This is an optimization exercise on Yosys and OpenROAD, whose aim is small area, a short achievable clock period and few clock cycles per item, not a production implementation.
RTL that was checked went through simulation tests only; none was proved equivalent to the original.
No functional check of the RTL was part of runs 2 to 5.
Power is estimated from default activity; no workload was simulated.

==> flow/design.v, too long to show whole: its modules and the start of the top module <==
// module multiplier: 4431 lines
module multiplier(
    input clk,
    input logic valid_in,
    input logic[31:0] a,
    input logic[31:0] b,
    output logic valid_out,
    output logic[63:0] r
);
  // ...
==> flow/flow/run.sh <==
#!/bin/bash
# The standard layout, with two changes to how it is made:
# - Yosys's generic abc pass in synth's fine stage is skipped (SYNTH_ARGS=-noabc)
#   so that extract_fa maps the RTL's carry-save full adders to adder cells
#   without inverters between them; the final abc mapping is unchanged.
# - every input and output port is still buffered, but with sky130_fd_sc_hd__buf_4
#   instead of the slow delay buffer buffer_ports picks by default.
set -euo pipefail
cd "$(dirname "$0")/.."
bash standard.sh SYNTH_ARGS=-noabc "BUFFER_PORTS_ARGS=-buffer_cell sky130_fd_sc_hd__buf_4" finish > standard_make.log 2>&1
==> flow/standard.sh <==
#!/bin/bash
# synth_recipe.tcl (not shown) runs the flow's synth.tcl, then flattens the netlist and writes it again
# the make line also repeats each setting of config.mk as NAME=value (left out here)
make -C /OpenROAD-flow-scripts/flow DESIGN_CONFIG=/design/flow/config.mk WORK_HOME=/design/flow/orfs CLKGATE_MAP_FILE= SYNTH_SCRIPT=/design/flow/synth_recipe.tcl "${@:-finish}"
==> flow/config.mk <==
export PLATFORM = sky130hd
export DESIGN_NAME = multiplier
export DESIGN_NICKNAME = multiplier
export VERILOG_FILES = /design/flow/design.v
export SDC_FILE = /design/flow/constraint.sdc
export NUM_CORES = 4
export LEC_CHECK = 0
export ABC_CLOCK_PERIOD_IN_PS = 3000
export CAP_MARGIN = 20
export CORE_MARGIN = 2
export CORE_UTILIZATION = 60
export SETUP_SLACK_MARGIN = 2.5
export SLEW_MARGIN = 20
==> flow/constraint.sdc <==
create_clock -name core_clock -period 8.0 [get_ports {clk}]
set_input_delay 1.6000 -clock core_clock [delete_from_list [all_inputs] [get_ports {clk}]]
set_output_delay 1.6000 -clock core_clock [all_outputs]
set_load 0.01 [all_outputs]
==> summary.txt, run 1 <==
Place
  • Placed inst area: 29000 sq um
  • Port bufs: 129
  • GP Congestion: 1.03

Outcome
  • Outcome: complete, no violations

Drt
  • Iteration-0 DRC Markers: 3413
  • Via density: 6.97
  • DRT antenna net count: 0

Cells and area
  • Multi-input comb cells: 2325
  • Post-route cell area: 30600 sq um
  • Non-CTS inverters: 113
  • Num sequential: 127
  • Max reg flops: 64
  • Most flops, register: xr
  • Non-clock buffering overhead: 6.07%
  • Nets@finish: 3473
  • Final Util: 67.4%

Setup path
  • Crit path capture type: flip-flop
  • CP top delay family: adder cells
  • Slowest-stage cell, CP: fa_1

Min path
  • Worst min path class: input pin to flip-flop

Clocking
  • Longest Clk Path Bufs: 2
  • Clk sinks: 127
  • CTS Buf Count: 17

STA
  • Final worst path period need: 5.51 ns
  • Max Slew Vio Count: 0

Yosys
  • YS warnings: 1
  • Sequential element share of the synthesized area: 13.8%
  • Mapped Area: 27600 sq um

Power
  • Logic pwr share: 80.8%
Testbench counts, summed over its fixed seeds: cycles 16,000, items 16,000.
==> run 2: changes to the inputs <==
--- a/flow/design.v
+++ b/flow/design.v
@@ -4412,20 +4412,26 @@
     assign s2199 = p1118 ^ c2076 ^ s2077;
     assign c2200 = (p1118 & c2076) | (p1118 & s2077) | (c2076 & s2077);
     assign s2201 = p1119 ^ s2079 ^ c2078;
     assign c2202 = (p1119 & s2079) | (p1119 & c2078) | (s2079 & c2078);
     assign s2203 = ns1120 ^ p1152 ^ c2080;
     assign c2204 = (ns1120 & p1152) | (ns1120 & c2080) | (p1152 & c2080);
     assign x = {s2203, c2200, s2199, c2196, c2194, s2193, c2190, c2188, c2186, c2184, s2183, c2180, c2178, c2176, c2174, c2172, c2170, c2168, s2167, c2164, c2162, c2160, c2158, c2156, c2154, c2152, c2150, c2148, c2146, c2144, c2142, c2140, c2138, c2136, c2134, c2132, c2130, c2128, c2126, c2124, c2122, c2120, c2118, c2116, c2114, c2112, c2110, c2108, c2106, c2104, c2102, c2100, c2098, c2096, c2094, c2092, c2090, c2088, c2086, c2084, c2082, p39, p38, neg3};
     assign y = {c2202, s2201, c2198, s2197, s2195, c2192, s2191, s2189, s2187, s2185, c2182, s2181, s2179, s2177, s2175, s2173, s2171, s2169, c2166, s2165, s2163, s2161, s2159, s2157, s2155, s2153, s2151, s2149, s2147, s2145, s2143, s2141, s2139, s2137, s2135, s2133, s2131, s2129, s2127, s2125, s2123, s2121, s2119, s2117, s2115, s2113, s2111, s2109, s2107, s2105, s2103, s2101, s2099, s2097, s2095, s2093, s2091, s2089, s2087, s2085, s2083, s2081, 1'b0, p37};
-    logic [63:0] xr, yr;
+    wire [16:0] lo;
+    assign lo = {1'b0, x[15:0]} + {1'b0, y[15:0]};
+    logic [16:0] lr;
+    logic [63:16] xr, yr;
     logic v;
     always_ff @(posedge clk) begin
         if (valid_in) begin
-            xr <= x;
-            yr <= y;
+            lr <= lo;
+            xr <= x[63:16];
+            yr <= y[63:16];
             v <= 1'b1;
         end
     end
     assign valid_out = v;
-    assign r = xr + yr;
+    wire [48:0] hi;
+    assign hi = {xr, lr[16]} + {yr, lr[16]};
+    assign r = {hi[48:1], lr[15:0]};
 endmodule
==> flow/config.mk (replaced) <==
export PLATFORM = sky130hd
export DESIGN_NAME = multiplier
export DESIGN_NICKNAME = multiplier
export VERILOG_FILES = /design/flow/design.v
export SDC_FILE = /design/flow/constraint.sdc
export NUM_CORES = 4
export LEC_CHECK = 0
export ABC_CLOCK_PERIOD_IN_PS = 3000
export CAP_MARGIN = 20
export CORE_MARGIN = 2
export CORE_UTILIZATION = 60
export SETUP_SLACK_MARGIN = 2.65
export SLEW_MARGIN = 20
==> summary.txt, run 2 <==
Outcome
  • Outcome: complete, no violations (unchanged)

Clocking
  • CTS Buf Count: 17 (unchanged)
  • Root buf cell: clkbuf_16 (unchanged)
  • CTS tree: yes (unchanged)
  • Hold_buf cts: 0 (unchanged)
  • Clk sinks: 113 (was 127)
  • Worst-path clk slew: 0.06 ns (was 0.08 ns)
  • Longest Clk Path Bufs: 2 (unchanged)
  • Htree depth: 4 (unchanged)

Die
  • Die X: 216 um (was 218 um)
  • Top Ports: 131 (unchanged)
  • Row cnt: 77 (was 78)
  • Die height: 216 um (was 218 um)
  • Starting Density: 60.8% (about the same)
  • Core Area: 44200 sq um (was 45400 sq um)
  • Die area: 46500 sq um (was 47700 sq um)

STA
  • RSZ-0062 raised after global routing: true (unchanged)
  • Fin Setup TNS: 0 ns (unchanged)
  • Final setup violation count: 0 (unchanged)
  • Final worst path period need: 5.41 ns (was 5.51 ns)
  • Worst-margin pin slew: 0.996 ns (was 0.976 ns)
  • FMAX: 185 MHz (was 181 MHz)
  • Max Slew Vio Count: 0 (unchanged)
  • Fin crit share: 67.6% (was 68.9%)
  • Slew headroom: 33.1% (was 34.9%)
  • Final hold violations: 0 (unchanged)
  • Post-route setup slack: 2.59 ns (was 2.49 ns)

Drt
  • Via density: 7.01 (was 6.97)
  • DRT Wirelength: 98.9 mm (was 102 mm)
  • Drt drc: 0 (unchanged)
  • Wire per inst: 29.7 um (about the same)
  • DRT antenna net count: 0 (unchanged)
  • First drt pass iteration count: 8 (unchanged)
  • Routed via count: 23400 (was 23900)
  • Iteration-0 DRC Markers: 2889 (was 3413)

Global route
  • Pin count of the biggest net entering global routing: 64 (was 69)
  • Initial antenna violation count: 4 (was 2)
  • Overflow after GRT: 0 (unchanged)
  • Global-route usage over all layers: 41.4% (was 42.5%)
  • Global-route wire length before repair: 143 mm (was 148 mm)
  • Vias in the first global route: 23600 (was 23400)

Power
  • Cell Int Power: 7.72 mW (was 7.39 mW)
  • Sequential share of power: 12.4% (was 13.7%)
  • Sw Ratio: 47.6% (was 49.6%)
  • Logic pwr share: 82.2% (was 80.8%)
  • Leakage Power: 12.0 nW (was 11.5 nW)
  • VDD IR max: 525 uV (was 580 uV)
  • PwrDens: 467 nW/um^2 (was 480 nW/um^2)
  • Switch Pwr: 7.00 mW (was 7.28 mW)
  • Clk network pwr share: 5.4% (was 5.5%)

Place
  • GP Congestion: 0.979 (was 1.03)
  • Setup WS pre-CTS: 1.30 ns (was 1.66 ns)
  • Port bufs: 129 (unchanged)
  • Placed Cells: 3185 (was 3346)
  • Final HPWL from detailed placement: 70.0 mm (was 76.7 mm)

Cells and area
  • Layout area overhead: 17.3% (was 10.9%)
  • Most frequent cells in the layout: xnor2_1 (453), o22ai_1 (419), fa_1 (411), buf_4 (250), nand2_1 (138) (was xnor2_1 (488), o22ai_1 (457), fa_1 (451), buf_4 (202), nand2_1 (187))
  • Diodes inserted: 0 (was 3)
  • Multi-input logic area: 23500 sq um (was 22900 sq um)
  • Biggest regs: xr (48), yr (48), lr (17) (was xr (64), yr (63))
  • Most common cell after layout, fill and taps aside: xnor2_1 (unchanged)
  • Nets@finish: 3394 (was 3473)
  • Share of cells above drive strength 1: 21.9% (was 13.5%)
  • Storage cell area: 3390 sq um (was 3810 sq um)
  • Post-Layout Cell Count: 3333 (was 3423)
  • FILL cells: 3229 (was 3618)

Setup path
  • Crit-path max FO: 6 (was 10)
  • CP Data Arrival Time: 5.63 ns (was 5.69 ns)
  • Critical path type: input pin to flip-flop (unchanged)
  • Startpoint Class: input pin (unchanged)
  • Crit path capture type: flip-flop (unchanged)
  • Req. time, crit path: 8.23 ns (was 8.17 ns)

Yosys
  • Synthesized flop and latch total: 113 (was 127)
  • Post-synthesis area per instance: 10.1 sq um (was 9.82 sq um)
  • Top cell type's share of synthesized area: 34.9% (was 34.0%)
  • Synth Flop Type: edfxtp_1 (unchanged)
  • Area contributors post-synth: fa_1 (35%), xnor2_1 (16%), edfxtp_1 (13%) (was fa_1 (34%), xnor2_1 (16%), edfxtp_1 (14%))
  • Yosys cell types: 62 (was 66)
  • Post-synth ARST share: 0% (unchanged)
  • Syn Inst Count: 2671 (was 2807)
  • Most frequent cell after synthesis: xnor2_1 (unchanged)
  • Commonest cells in the netlist: xnor2_1 (505), fa_1 (469), o22ai_1 (455), clkbuf_1 (169), nand2_1 (138) (was xnor2_1 (501), fa_1 (468), o22ai_1 (460), nand2_1 (187), clkbuf_1 (163))
  • Post-Synthesis Net Count: 3337 (was 3472)
  • YS warnings: 1 (unchanged)
  • Sequential element share of the synthesized area: 12.6% (was 13.8%)
  • Mapped Area: 26900 sq um (was 27600 sq um)
  • EDFF count, synth: 113 (was 127)
  • Synth area leader: fa_1 (unchanged)

Min path
  • Worst Hold Path Cells: 2 (was 1)
  • Worst min path class: input pin to flip-flop (unchanged)

Flow run
  • MaxCap Viol Count: 0 (unchanged)
## run 2: changes by cell type after synthesis, moves of 11 or more
| cell | previous run | this run |
|---|---|---|
| xor2_1 | 43 | 69 |
| buf_1 | 75 | 61 |
| o21ai_0 | 98 | 53 |
| o31ai_1 | 2 | 29 |
| a21oi_1 | 102 | 91 |
| nand3_1 | 50 | 10 |
| edfxtp_1 | 127 | 113 |
| nand2_1 | 187 | 138 |
| nor2_1 | 83 | 61 |
| buf_4 | 1 | 17 |
## run 2: critical path: stages
cell and delay (ns):
buf_4 0.15, ha_1 0.16, nand2b_4 0.29, inv_6 0.11, xnor2_1 0.28, o22ai_1 0.18, fa_1 0.48, fa_1 0.56
fa_1 0.47, fa_2 0.40, fa_1 0.53, fa_1 0.42
## run 2: layout make-up
type	instances	share of cell area, %
multi-input combinational	2199	74.7
sequential	113	10.8
timing repair buffer	279	7.76
tap	592	2.35
inverter	105	2.20
clock buffer	18	1.36
clock inverter	14	0.500
timing repair inverter	13	0.401
## run 2: metrics by stage
step	area, sq um	utilization, %	hold WS, ns	power [mW]
5_1_grt	31500	71.3	1.47	16.0
4_1_cts	29600	67.0	1.47	14.1
6_report	31500	71.3	1.48	14.7
3_5_place_dp	28400	64.2	2.01	13.0
2_1_floorplan	27800	-	1.71	9.40
3_3_place_gp	28400	64.2	2.01	12.6
## run 2: logic make-up after synthesis
family / share of synthesized area, %
adder cells (fa/ha/maj): 41.0
AO/OA/AOI/OAI: 17.6
flip-flops: 12.6
AND/OR/NAND/NOR: 4.67
buffers and inverters: 5.36
XOR/XNOR: 18.7
other: 0.0140
## run 2: metal layers
layer	routed length [um]	track usage, %	vias to the layer above
li1	-	-	9495
met1	36300	53.7	11600
met2	43000	62.9	1819
met3	13300	13.2	455
met4	6260	20.3	4
met5	26	0	-
## run 2: timing repair
item	CTS	global route
gates cloned	8	14
setup buffers	22	72
resized for setup	84	183
pin swaps	4	44
setup endpoints to repair	80	51
## run 2: power by group through the flow
stage                     combinational (mW)  sequential, mW  clock, mW
after global placement                  10.8            1.81          0
after detailed placement                11.2            1.82          0
after CTS                               11.5            1.81      0.816
after global routing                    13.3            1.85      0.833
after floorplan                         7.64            1.76          0
final                                   12.1            1.83      0.796
## run 2: worst paths after layout
kind / from / end / slack [ns]
worst max-delay path: a[3] / yr[32]$_DFFE_PP_ / 2.59
worst min-delay path: a[31] / xr[63]$_DFFE_PP_ / 1.48
==> run 3: changes to the inputs <==
--- a/flow/config.mk
+++ b/flow/config.mk
@@ -11,3 +11,3 @@
 export CORE_UTILIZATION = 60
-export SETUP_SLACK_MARGIN = 2.65
+export SETUP_SLACK_MARGIN = 2.5
 export SLEW_MARGIN = 20
==> summary.txt, run 3 <==
Die
  • Starting Density: 60.8% (unchanged)
  • Die X: 216 um (unchanged)
  • Core Area: 44200 sq um (unchanged)
  • Die height: 216 um (unchanged)
  • Die area: 46500 sq um (unchanged)
  • Row cnt: 77 (unchanged)
  • Top Ports: 131 (unchanged)

Cells and area
  • Layout area overhead: 11.5% (was 17.3%)
  • Post-route cell area: 30000 sq um (was 31500 sq um)
  • Final Util: 67.8% (was 71.3%)
  • Most frequent cells in the layout: xnor2_1 (493), fa_1 (447), o22ai_1 (442), buf_4 (214), nand2_1 (138) (was xnor2_1 (453), o22ai_1 (419), fa_1 (411), buf_4 (250), nand2_1 (138))
  • Storage cell area: 3390 sq um (unchanged)
  • Multi-input logic area: 22600 sq um (was 23500 sq um)
  • Nets@finish: 3341 (was 3394)
  • Most common cell after layout, fill and taps aside: xnor2_1 (unchanged)
  • FILL cells: 3463 (was 3229)
  • Share of cells above drive strength 1: 15.4% (was 21.9%)
  • Biggest regs: xr (48), yr (48), lr (17) (unchanged)

Global route
  • Global-route usage over all layers: 40.6% (was 41.4%)
  • Global-route wire length before repair: 140 mm (was 143 mm)
  • Vias in the first global route: 23100 (was 23600)
  • Pin count of the biggest net entering global routing: 65 (was 64)
  • Overflow after GRT: 0 (unchanged)
  • Initial antenna violation count: 3 (was 4)

Place
  • Placed inst area: 28200 sq um (was 28400 sq um)
  • GP Congestion: 0.954 (was 0.979)
  • Final HPWL from detailed placement: 71.0 mm (was 70.0 mm)
  • Port bufs: 129 (unchanged)

Clocking
  • Worst-path clk slew: 0.06 ns (about the same)
  • Htree depth: 4 (unchanged)
  • Root buf cell: clkbuf_16 (unchanged)
  • CTS Buf Count: 17 (unchanged)
  • CTS tree: yes (unchanged)
  • Longest Clk Path Bufs: 2 (unchanged)
  • Clk sinks: 113 (unchanged)

Setup path
  • Crit path capture type: flip-flop (unchanged)
  • Startpoint Class: input pin (unchanged)
  • CP Data Arrival Time: 5.74 ns (was 5.63 ns)
  • Crit-path max FO: 12 (was 6)
  • Req. time, crit path: 8.23 ns (about the same)
  • Critical path type: input pin to flip-flop (unchanged)

Outcome
  • Outcome: complete, no violations (unchanged)

Yosys
  • Mapped Area: 26900 sq um (unchanged)
  • Area contributors post-synth: fa_1 (35%), xnor2_1 (16%), edfxtp_1 (13%) (unchanged)
  • Top cell type's share of synthesized area: 34.9% (unchanged)
  • Commonest cells in the netlist: xnor2_1 (505), fa_1 (469), o22ai_1 (455), clkbuf_1 (169), nand2_1 (138) (unchanged)
  • Post-synthesis area per instance: 10.1 sq um (unchanged)
  • Sequential element share of the synthesized area: 12.6% (unchanged)
  • Post-synth ARST share: 0% (unchanged)
  • Most frequent cell after synthesis: xnor2_1 (unchanged)
  • Synth Flop Type: edfxtp_1 (unchanged)
  • Synth area leader: fa_1 (unchanged)
  • Synthesized flop and latch total: 113 (unchanged)
  • Syn Inst Count: 2671 (unchanged)
  • EDFF count, synth: 113 (unchanged)
  • Post-Synthesis Net Count: 3337 (unchanged)
  • YS warnings: 1 (unchanged)
  • Yosys cell types: 62 (unchanged)

STA
  • WHS: 1.60 ns (was 1.48 ns)
  • Final worst path period need: 5.51 ns (was 5.41 ns)
  • Fin Setup TNS: 0 ns (unchanged)
  • Final setup violation count: 0 (unchanged)
  • Slew headroom: 32.9% (was 33.1%)
  • RSZ-0062 raised after global routing: true (unchanged)
  • Worst-margin pin slew: 0.999 ns (was 0.996 ns)
  • FMAX: 181 MHz (was 185 MHz)
  • Final hold violations: 0 (unchanged)
  • Max Slew Vio Count: 0 (unchanged)
  • Fin crit share: 68.9% (was 67.6%)

Drt
  • Via density: 6.82 (was 7.01)
  • First drt pass iteration count: 5 (was 8)
  • Routed via count: 22400 (was 23400)
  • Iteration-0 DRC Markers: 2391 (was 2889)
  • DRT antenna net count: 0 (unchanged)
  • Wire per inst: 28.8 um (was 29.7 um)
  • DRT Wirelength: 94.4 mm (was 98.9 mm)
  • Drt drc: 0 (unchanged)

Power
  • Leakage Power: 11.4 nW (was 12.0 nW)
  • VDD IR max: 614 uV (was 525 uV)
  • PwrDens: 471 nW/um^2 (was 467 nW/um^2)

Flow run
  • MaxCap Viol Count: 0 (unchanged)

Min path
  • Worst min path class: input pin to flip-flop (unchanged)
==> run 3: cell count changes in the layout (fill, tap and decap cells not counted), sizes merged <==
cell      before  now
a21oi         94   91
buf          274  231
bufbuf         1    0
bufinv         3    7
clkbuf        22   17
clkinv        11    7
clkinvlp      20   19
diode          0    1
==> run 3: critical path, stage by stage <==
cell	delay [ns]
buf_4	0.15
ha_1	0.14
nand2b_1	0.28
clkinv_4	0.23
buf_4	0.19
xnor2_1	0.65
o22ai_1	0.45
fa_1	0.57
fa_1	0.48
fa_1	0.58
fa_1	0.41
==> run 3: worst paths after layout <==
check | start | endpoint | slack (ns) | depth (start not counted)
setup / recovery | a[21] | yr[24]$_DFFE_PP_ | 2.49 | 11
hold / removal | a[31] | xr[63]$_DFFE_PP_ | 1.60 | 2
==> run 3: cells by family (layout without fill, tap and decap cells) <==
group	count (synthesis)	after routing	synth area share (%)
DFF	113	113	12.6
other	1	2	0.0140
adders and majority gates	600	600	41.0
buffers and inverters	363	379	5.36
and+or+nand+nor	279	280	4.67
AOI/OAI and AO/OA	741	741	17.6
xor gates and xnor gates	574	574	18.7
==> run 3: what timing repair did <==
| action | CTS | global route |
|---|---|---|
| setup endpoints to repair | 81 | 47 |
| buffers inserted | 8 | 30 |
| hold buffers | 0 | 0 |
| cloned | 5 | 7 |
| gates resized for setup | 78 | 84 |
| pin swaps | 2 | 4 |
==> run 3: final cells by class <==
cell class,instances,share of cell area (%)
tap,592,2.47
timing repair inverter,11,0.276
inverter,105,2.20
sequential,113,11.3
timing repair buffer,231,6.35
clock buffer,17,1.42
clock inverter,15,0.522
multi-input combinational,2196,75.4
antenna,1,0.00835
==> run 3: per-stage QoR <==
step	cells	power, mW	worst slack [ns]
after floorplan	2671	9.31	2.48
after global placement	3198	12.5	1.47
after detailed placement	3198	13.0	1.35
after CTS	3243	13.9	2.47
after global routing	3280	15.3	2.41
final	3281	14.1	2.49
==> run 3: report_power, final <==
group | total, mW | leakage [nW] | internal, mW | switching (mW)
registers | 1.80 | 1.10 | 1.69 | 0.110
logic | 11.5 | 9.98 | 5.20 | 6.33
clock network | 0.785 | 0.275 | 0.458 | 0.327
total | 14.1 | 11.4 | 7.35 | 6.77
==> run 3: layer usage <==
metal	share of wire [%]	global-route usage (%)	vias to the layer above
li1	-	-	9413
met1	38	52.1	11200
met2	45	62.7	1411
met3	12	12.2	344
met4	5.6	20.5	8
met5	0.057	0	-
==> run 4: changes to the inputs <==
--- a/flow/config.mk
+++ b/flow/config.mk
@@ -11,2 +11,3 @@
 export CORE_UTILIZATION = 60
+export GPL_ROUTABILITY_DRIVEN = 0
 export SETUP_SLACK_MARGIN = 2.5
==> summary.txt, run 4 <==
Power
  • VDD IR max: 507 uV (was 614 uV)
  • Sw Ratio: 47.4% (was 48.0%)
  • Switch Pwr: 6.69 mW (was 6.77 mW)
  • Cell Int Power: 7.44 mW (was 7.35 mW)
  • Sequential share of power: 12.7% (was 12.8%)
  • Leakage Power: 11.4 nW (about the same)
  • Logic pwr share: 81.4% (was 81.7%)
  • PwrDens: 471 nW/um^2 (about the same)
  • Clk network pwr share: 5.8% (was 5.6%)

Yosys
  • YS warnings: 1 (unchanged)
  • Area contributors post-synth: fa_1 (35%), xnor2_1 (16%), edfxtp_1 (13%) (unchanged)
  • Post-synthesis area per instance: 10.1 sq um (unchanged)
  • EDFF count, synth: 113 (unchanged)
  • Syn Inst Count: 2671 (unchanged)
  • Synth area leader: fa_1 (unchanged)
  • Commonest cells in the netlist: xnor2_1 (505), fa_1 (469), o22ai_1 (455), clkbuf_1 (169), nand2_1 (138) (unchanged)
  • Mapped Area: 26900 sq um (unchanged)
  • Post-Synthesis Net Count: 3337 (unchanged)
  • Post-synth ARST share: 0% (unchanged)
  • Most frequent cell after synthesis: xnor2_1 (unchanged)
  • Top cell type's share of synthesized area: 34.9% (unchanged)
  • Synthesized flop and latch total: 113 (unchanged)
  • Sequential element share of the synthesized area: 12.6% (unchanged)
  • Yosys cell types: 62 (unchanged)
  • Synth Flop Type: edfxtp_1 (unchanged)

STA
  • Post-route setup slack: 2.49 ns (about the same)
  • WHS: 1.56 ns (was 1.60 ns)
  • Fin crit share: 68.9% (about the same)
  • Final hold violations: 0 (unchanged)
  • Fin Setup TNS: 0 ns (unchanged)
  • FMAX: 181 MHz (about the same)
  • Worst-margin pin slew: 0.825 ns (was 0.999 ns)
  • Max Slew Vio Count: 0 (unchanged)
  • Final worst path period need: 5.51 ns (about the same)
  • RSZ-0062 raised after global routing: true (unchanged)
  • Slew headroom: 44.5% (was 32.9%)
  • Final setup violation count: 0 (unchanged)

Drt
  • DRT Wirelength: 93.9 mm (was 94.4 mm)
  • Via density: 6.86 (was 6.82)
  • Routed via count: 22500 (was 22400)
  • Iteration-0 DRC Markers: 2367 (was 2391)
  • Drt drc: 0 (unchanged)
  • First drt pass iteration count: 6 (was 5)
  • DRT antenna net count: 0 (unchanged)
  • Wire per inst: 28.7 um (was 28.8 um)

Global route
  • Global-route wire length before repair: 140 mm (about the same)
  • Initial antenna violation count: 3 (unchanged)
  • Overflow after GRT: 0 (unchanged)
  • Global-route usage over all layers: 40.8% (was 40.6%)
  • Pin count of the biggest net entering global routing: 64 (was 65)
  • Vias in the first global route: 23200 (was 23100)

Place
  • Setup WS pre-CTS: 1.40 ns (was 1.35 ns)
  • Final HPWL from detailed placement: 70.4 mm (was 71.0 mm)
  • Placed Cells: 3193 (was 3198)
  • Port bufs: 129 (unchanged)

Outcome
  • Outcome: complete, no violations (unchanged)

Die
  • Die height: 216 um (unchanged)
  • Row cnt: 77 (unchanged)
  • Core Area: 44200 sq um (unchanged)
  • Die area: 46500 sq um (unchanged)
  • Die X: 216 um (unchanged)
  • Top Ports: 131 (unchanged)
  • Starting Density: 60.8% (unchanged)

Clocking
  • Htree depth: 4 (unchanged)
  • Longest Clk Path Bufs: 2 (unchanged)
  • CTS tree: yes (unchanged)
  • Clk sinks: 113 (unchanged)
  • Worst-path clk slew: 0.06 ns (about the same)
  • CTS Buf Count: 17 (unchanged)
  • Root buf cell: clkbuf_16 (unchanged)

Setup path
  • Critical path type: input pin to flip-flop (unchanged)
  • Largest stage delay on the critical path: 0.60 ns (was 0.65 ns)
  • Crit path capture type: flip-flop (unchanged)
  • Req. time, crit path: 8.24 ns (was 8.23 ns)
  • Crit path buffers/inverters: 2 (was 3)
  • CP Data Arrival Time: 5.75 ns (was 5.74 ns)
  • CP top delay family: adder cells (unchanged)
  • Most frequent CP cell: fa_1 (unchanged)
  • Slowest-stage cell, CP: fa_1 (was xnor2_1)
  • Cells along the critical path: buf_4 > ha_1 > nand2b_4 > bufinv_16 > xnor2_1 > o22ai_2 > fa_1 > fa_1 > fa_1 > fa_1 > fa_1 > fa_1 (was buf_4 > ha_1 > nand2b_1 > clkinv_4 > buf_4 > xnor2_1 > o22ai_1 > fa_1 > fa_1 > fa_1 > fa_1)
  • Startpoint Class: input pin (unchanged)
  • Crit-path max FO: 15 (was 12)

Min path
  • Worst min path class: input pin to flip-flop (unchanged)
  • Endpoint of the worst hold path: lr[0]$_DFFE_PP_ (was xr[63]$_DFFE_PP_)
  • Worst Hold Path Cells: 2 (unchanged)
  • Worst hold start: a[1] (was a[31])

Cells and area
  • Most frequent cells in the layout: xnor2_1 (496), fa_1 (449), o22ai_1 (444), buf_4 (205), nand2_1 (138) (was xnor2_1 (493), fa_1 (447), o22ai_1 (442), buf_4 (214), nand2_1 (138))
  • Post-Layout Cell Count: 3273 (was 3281)
  • Biggest regs: xr (48), yr (48), lr (17) (unchanged)
  • Nets@finish: 3335 (was 3341)
  • Most common cell after layout, fill and taps aside: xnor2_1 (unchanged)
  • Layout area overhead: 11.6% (was 11.5%)
  • Share of cells above drive strength 1: 15.0% (was 15.4%)
  • Diodes inserted: 0 (was 1)

Flow run
  • MaxCap Viol Count: 0 (unchanged)
==> run 4: cell counts after synthesis <==
No cell type changed its count.
==> run 4: worst max path at each step <==
stage,startpoint,depth (start not counted),endpoint
after floorplan,a[13],12,yr[34]$_DFFE_PP_
after global placement,a[1],17,lr[14]$_DFFE_PP_
after detailed placement,a[1],17,lr[14]$_DFFE_PP_
after CTS,xr[18]$_DFFE_PP_,12,r[60]
after global routing,a[3],18,lr[14]$_DFFE_PP_
final,a[3],12,yr[34]$_DFFE_PP_
==> run 4: cell type report <==
| type | count | area, sq um |
|---|---|---|
| Clock inverter | 14 | 189 |
| Clock buffer | 17 | 425 |
| Timing Repair Buffer | 226 | 1890 |
| Sequential cell | 113 | 3390 |
| Inverter | 105 | 629 |
| Fill cell | 3488 | 14200 |
| Timing Repair inverter | 9 | 76.3 |
| Tap cell | 592 | 741 |
| Multi-Input combinational cell | 2197 | 22600 |
==> run 4: cell families after synthesis <==
logic type	Yosys count	share of synthesized area [%]
AOI/OAI and AO/OA	741	17.6
xor gates and xnor gates	574	18.7
adders and majority gates	600	41.0
buffers and inverters	363	5.36
DFF	113	12.6
other	1	0.0140
and+or+nand+nor	279	4.67
==> run 4: stage by stage <==
stage / total power, mW / util, % / instance area (sq um)
after detailed placement: 12.9 / 63.8 / 28200
after global placement: 12.5 / 63.8 / 28200
after global routing: 15.4 / 67.8 / 30000
final: 14.1 / 67.8 / 30000
after CTS: 13.8 / 66.4 / 29400
after floorplan: 9.31 / - / 27400
==> run 4: routing by layer <==
metal | up-vias | track usage [%] | wire [um]
met5 | - | 0 | 26
met1 | 11200 | 52.6 | 35300
li1 | 9399 | - | -
met4 | 4 | 21.6 | 5530
met3 | 342 | 12.0 | 11300
met2 | 1509 | 62.5 | 41800
==> run 4: what timing repair did <==
action,4_1_cts,5_1_grt
pin swaps,2,14
cloned,8,4
hold buffers,0,0
endpoints found under the setup margin,82,55
setup buffers,10,27
gates resized for setup,78,71
==> run 4: power groups by stage <==
stage / clock (mW) / combinational, mW / sequential, mW
finish: 0.823 / 11.5 / 1.80
global placement: 0 / 10.7 / 1.80
global route: 0.857 / 12.7 / 1.82
detailed placement: 0 / 11.0 / 1.81
floorplan: 0 / 7.54 / 1.76
CTS: 0.840 / 11.2 / 1.80
==> run 5: changes to the inputs <==
--- a/flow/config.mk
+++ b/flow/config.mk
@@ -8,7 +8,6 @@
 export ABC_CLOCK_PERIOD_IN_PS = 3000
-export CAP_MARGIN = 20
+export CAP_MARGIN = 0
 export CORE_MARGIN = 2
 export CORE_UTILIZATION = 60
-export GPL_ROUTABILITY_DRIVEN = 0
 export SETUP_SLACK_MARGIN = 2.5
-export SLEW_MARGIN = 20
+export SLEW_MARGIN = 0
==> summary.txt, run 5 <==
Clocking
  • Htree depth: 4 (unchanged)
  • Worst-path clk slew: 0.06 ns (about the same)
  • Longest Clk Path Bufs: 2 (unchanged)
  • CTS tree: yes (unchanged)
  • Root buf cell: clkbuf_16 (unchanged)
  • CTS Buf Count: 17 (unchanged)
  • Clk sinks: 113 (unchanged)

Global route
  • Vias in the first global route: 23100 (was 23200)
  • Global-route usage over all layers: 40.6% (was 40.8%)
  • Overflow after GRT: 0 (unchanged)
  • GR Layer Usage met1: 52.1% (was 52.6%)
  • Pin count of the biggest net entering global routing: 65 (was 64)
  • GRT met2 Usage: 62.7% (was 62.5%)
  • Grt peak-use layer: met2 (unchanged)
  • Initial antenna violation count: 3 (unchanged)
  • Global-route wire length before repair: 140 mm (about the same)
  • Met3 Track Usage GR: 12.2% (was 12.0%)

Drt
  • Iteration-0 DRC Markers: 2391 (was 2367)
  • Wire per inst: 28.8 um (was 28.7 um)
  • DRT antenna net count: 0 (unchanged)
  • Via density: 6.82 (was 6.86)
  • Drt drc: 0 (unchanged)
  • First drt pass iteration count: 5 (was 6)
  • Routed via count: 22400 (was 22500)
  • DRT Wirelength: 94.4 mm (was 93.9 mm)

Min path
  • Worst min path class: input pin to flip-flop (unchanged)
  • Worst Hold Path Cells: 2 (unchanged)

STA
  • Max Slew Vio Count: 0 (unchanged)
  • Worst-margin pin slew: 0.999 ns (was 0.825 ns)
  • Fin crit share: 68.9% (about the same)
  • Fin Setup TNS: 0 ns (unchanged)
  • FMAX: 181 MHz (about the same)
  • Final hold violations: 0 (unchanged)
  • Final setup violation count: 0 (unchanged)
  • Final worst path period need: 5.51 ns (about the same)
  • Slew headroom: 32.9% (was 44.5%)
  • RSZ-0062 raised after global routing: true (unchanged)
  • Post-route setup slack: 2.49 ns (about the same)

Yosys
  • Yosys cell types: 62 (unchanged)
  • Synth Flop Type: edfxtp_1 (unchanged)
  • EDFF count, synth: 113 (unchanged)
  • Post-synth ARST share: 0% (unchanged)
  • Top cell type's share of synthesized area: 34.9% (unchanged)
  • Synth area leader: fa_1 (unchanged)
  • Post-Synthesis Net Count: 3337 (unchanged)
  • Post-synthesis area per instance: 10.1 sq um (unchanged)
  • Area contributors post-synth: fa_1 (35%), xnor2_1 (16%), edfxtp_1 (13%) (unchanged)
  • Mapped Area: 26900 sq um (unchanged)
  • Commonest cells in the netlist: xnor2_1 (505), fa_1 (469), o22ai_1 (455), clkbuf_1 (169), nand2_1 (138) (unchanged)
  • Synthesized flop and latch total: 113 (unchanged)
  • Syn Inst Count: 2671 (unchanged)
  • Most frequent cell after synthesis: xnor2_1 (unchanged)
  • Sequential element share of the synthesized area: 12.6% (unchanged)
  • YS warnings: 1 (unchanged)

Power
  • Cell Int Power: 7.35 mW (was 7.44 mW)
  • Leakage Power: 11.4 nW (about the same)
  • Pwr Total: 14.1 mW (about the same)
  • PwrDens: 471 nW/um^2 (about the same)
  • Sw Ratio: 48.0% (was 47.4%)
  • Clk network pwr share: 5.6% (was 5.8%)
  • Logic pwr share: 81.7% (was 81.4%)
  • Sequential share of power: 12.8% (was 12.7%)
  • VDD IR max: 614 uV (was 507 uV)
  • Switch Pwr: 6.77 mW (was 6.69 mW)

Cells and area
  • Share of cells above drive strength 1: 15.4% (was 15.0%)
  • Layout area overhead: 11.5% (was 11.6%)
  • Post-Layout Cell Count: 3281 (was 3273)
  • Most frequent cells in the layout: xnor2_1 (493), fa_1 (447), o22ai_1 (442), buf_4 (214), nand2_1 (138) (was xnor2_1 (496), fa_1 (449), o22ai_1 (444), buf_4 (205), nand2_1 (138))
  • Biggest regs: xr (48), yr (48), lr (17) (unchanged)
  • FILL cells: 3463 (was 3488)
  • Multi-input logic area: 22600 sq um (about the same)
  • Storage cell area: 3390 sq um (unchanged)
  • Post-route cell area: 30000 sq um (about the same)
  • Nets@finish: 3341 (was 3335)
  • Most common cell after layout, fill and taps aside: xnor2_1 (unchanged)

Die
  • Row cnt: 77 (unchanged)
  • Die X: 216 um (unchanged)
  • Die area: 46500 sq um (unchanged)
  • Die height: 216 um (unchanged)
  • Top Ports: 131 (unchanged)
  • Starting Density: 60.8% (unchanged)
  • Core Area: 44200 sq um (unchanged)

Setup path
  • Crit path capture type: flip-flop (unchanged)
  • Crit-path max FO: 12 (was 15)
  • Req. time, crit path: 8.23 ns (was 8.24 ns)
  • End point of the critical path: yr[24]$_DFFE_PP_ (was yr[34]$_DFFE_PP_)
  • CP Data Arrival Time: 5.74 ns (was 5.75 ns)
  • Worst Setup SP: a[21] (was a[3])
  • Startpoint Class: input pin (unchanged)
  • Critical path type: input pin to flip-flop (unchanged)

Place
  • Placed Cells: 3198 (was 3193)
  • GP Congestion: 0.954
  • Final HPWL from detailed placement: 71.0 mm (was 70.4 mm)
  • Placed inst area: 28200 sq um (about the same)
  • Port bufs: 129 (unchanged)
  • Setup WS pre-CTS: 1.35 ns (was 1.40 ns)

Outcome
  • Outcome: complete, no violations (unchanged)

Flow run
  • MaxCap Viol Count: 0 (unchanged)
## run 5: changes by cell type in the layout (fill, tap and decap cells not counted), sizes merged
cell / before / now
inv: 99 / 98
clkbuf: 18 / 17
clkinvlp: 12 / 19
buf: 225 / 231
clkinv: 9 / 7
bufinv: 8 / 7
diode: 0 / 1
a21oi: 92 / 91
## run 5: repair_timing
action / 4_1_cts / 5_1_grt
endpoints found under the hold margin: 0 / 0
pin swaps: 2 / 4
buffers inserted: 8 / 30
setup endpoints to repair: 81 / 47
gates cloned: 5 / 7
hold buffers: 0 / 0
gates resized for setup: 78 / 84
## run 5: power groups by stage
stage	sequential (mW)	clock (mW)	combinational, mW
floorplan	1.76	0	7.54
global placement	1.80	0	10.7
detailed placement	1.81	0	11.2
CTS	1.80	0.798	11.3
global route	1.83	0.817	12.7
finish	1.80	0.785	11.5
## run 5: cells by family after synthesis
logic type,synth area share (%)
AO/OA/AOI/OAI,17.6
XOR/XNOR,18.7
adder cells (fa/ha/maj),41.0
buffers and inverters,5.36
flip-flops,12.6
other,0.0140
AND/OR/NAND/NOR,4.67
## run 5: final cells by class
class	instances	share of cell area [%]
multi-input cells	2196	75.4
repair inverters	11	0.276
clock buffers	17	1.42
inverters	105	2.20
well taps	592	2.47
flip-flops and latches	113	11.3
repair buffers	231	6.35
clock inverters	15	0.522
diodes	1	0.00835
## run 5: stage by stage
| stage | hold WS (ns) | util [%] |
|---|---|---|
| floorplan | 1.71 | - |
| global placement | 2.01 | 63.8 |
| detailed placement | 2.01 | 63.8 |
| CTS | 1.57 | 66.2 |
| global route | 1.58 | 67.8 |
| finish | 1.60 | 67.8 |
## run 5: layer usage
metal,routed length (um),share of wire (%)
met5,54,0.057
met4,5310,5.6
met3,10900,12
met2,42200,45
met1,36000,38
## run 5: critical path, cell delays in order
cell and delay (ns):
buf_4 0.15, ha_1 0.14, nand2b_1 0.28, clkinv_4 0.23, buf_4 0.19, xnor2_1 0.65
o22ai_1 0.45, fa_1 0.57, fa_1 0.48, fa_1 0.58, fa_1 0.41
## run 5: how the worst min path moves through the flow
stage                           from                to
detailed placement  lr[12]$_DFFE_PP_             r[12]
finish                         a[31]  xr[63]$_DFFE_PP_
floorplan                   valid_in   lr[0]$_DFFE_PP_
global placement    lr[12]$_DFFE_PP_             r[12]
CTS                            a[31]  xr[63]$_DFFE_PP_
global route                   a[31]  xr[63]$_DFFE_PP_

==> port drivers added, routing unchanged <==
The results above use ideal ports. As a check the final layouts listed here were re-extracted and re-timed, cells and wires unchanged.
Step 1 (the two cells are an assumption about what drives the block):
set clk [get_ports {clk}]
set_driving_cell -lib_cell sky130_fd_sc_hd__clkbuf_16 $clk
set_driving_cell -lib_cell sky130_fd_sc_hd__buf_2 [delete_from_list [all_inputs] $clk]
Step 2 also shifts input and output timing later by t, the mid clock arrival at the registers, as if the neighbouring blocks saw the same clock.
a / b / c = no drivers / after step 1 / after step 2; a / b = the first two.
| run | shift t [ns] | setup slack, ns | worst setup path at the end |
|---|---|---|---|
| run 1 | 0.535 | 2.489 / 2.530 / 1.995 | input to register |
| run 2 | 0.560 | 2.592 / 2.512 / 1.952 | input to register |
| run 3 | 0.550 | 2.489 / 2.460 / 1.925 | input to register |
| run 4 | 0.554 | 2.489 / 2.447 / 1.893 | input to register |
| run 5 | 0.550 | 2.489 / 2.460 / 1.925 | input to register |
After both steps every run listed still meets setup and hold. The setup slack of run 2, which loses most, moves by -0.080 ns with the drivers and by -0.640 ns with both steps.
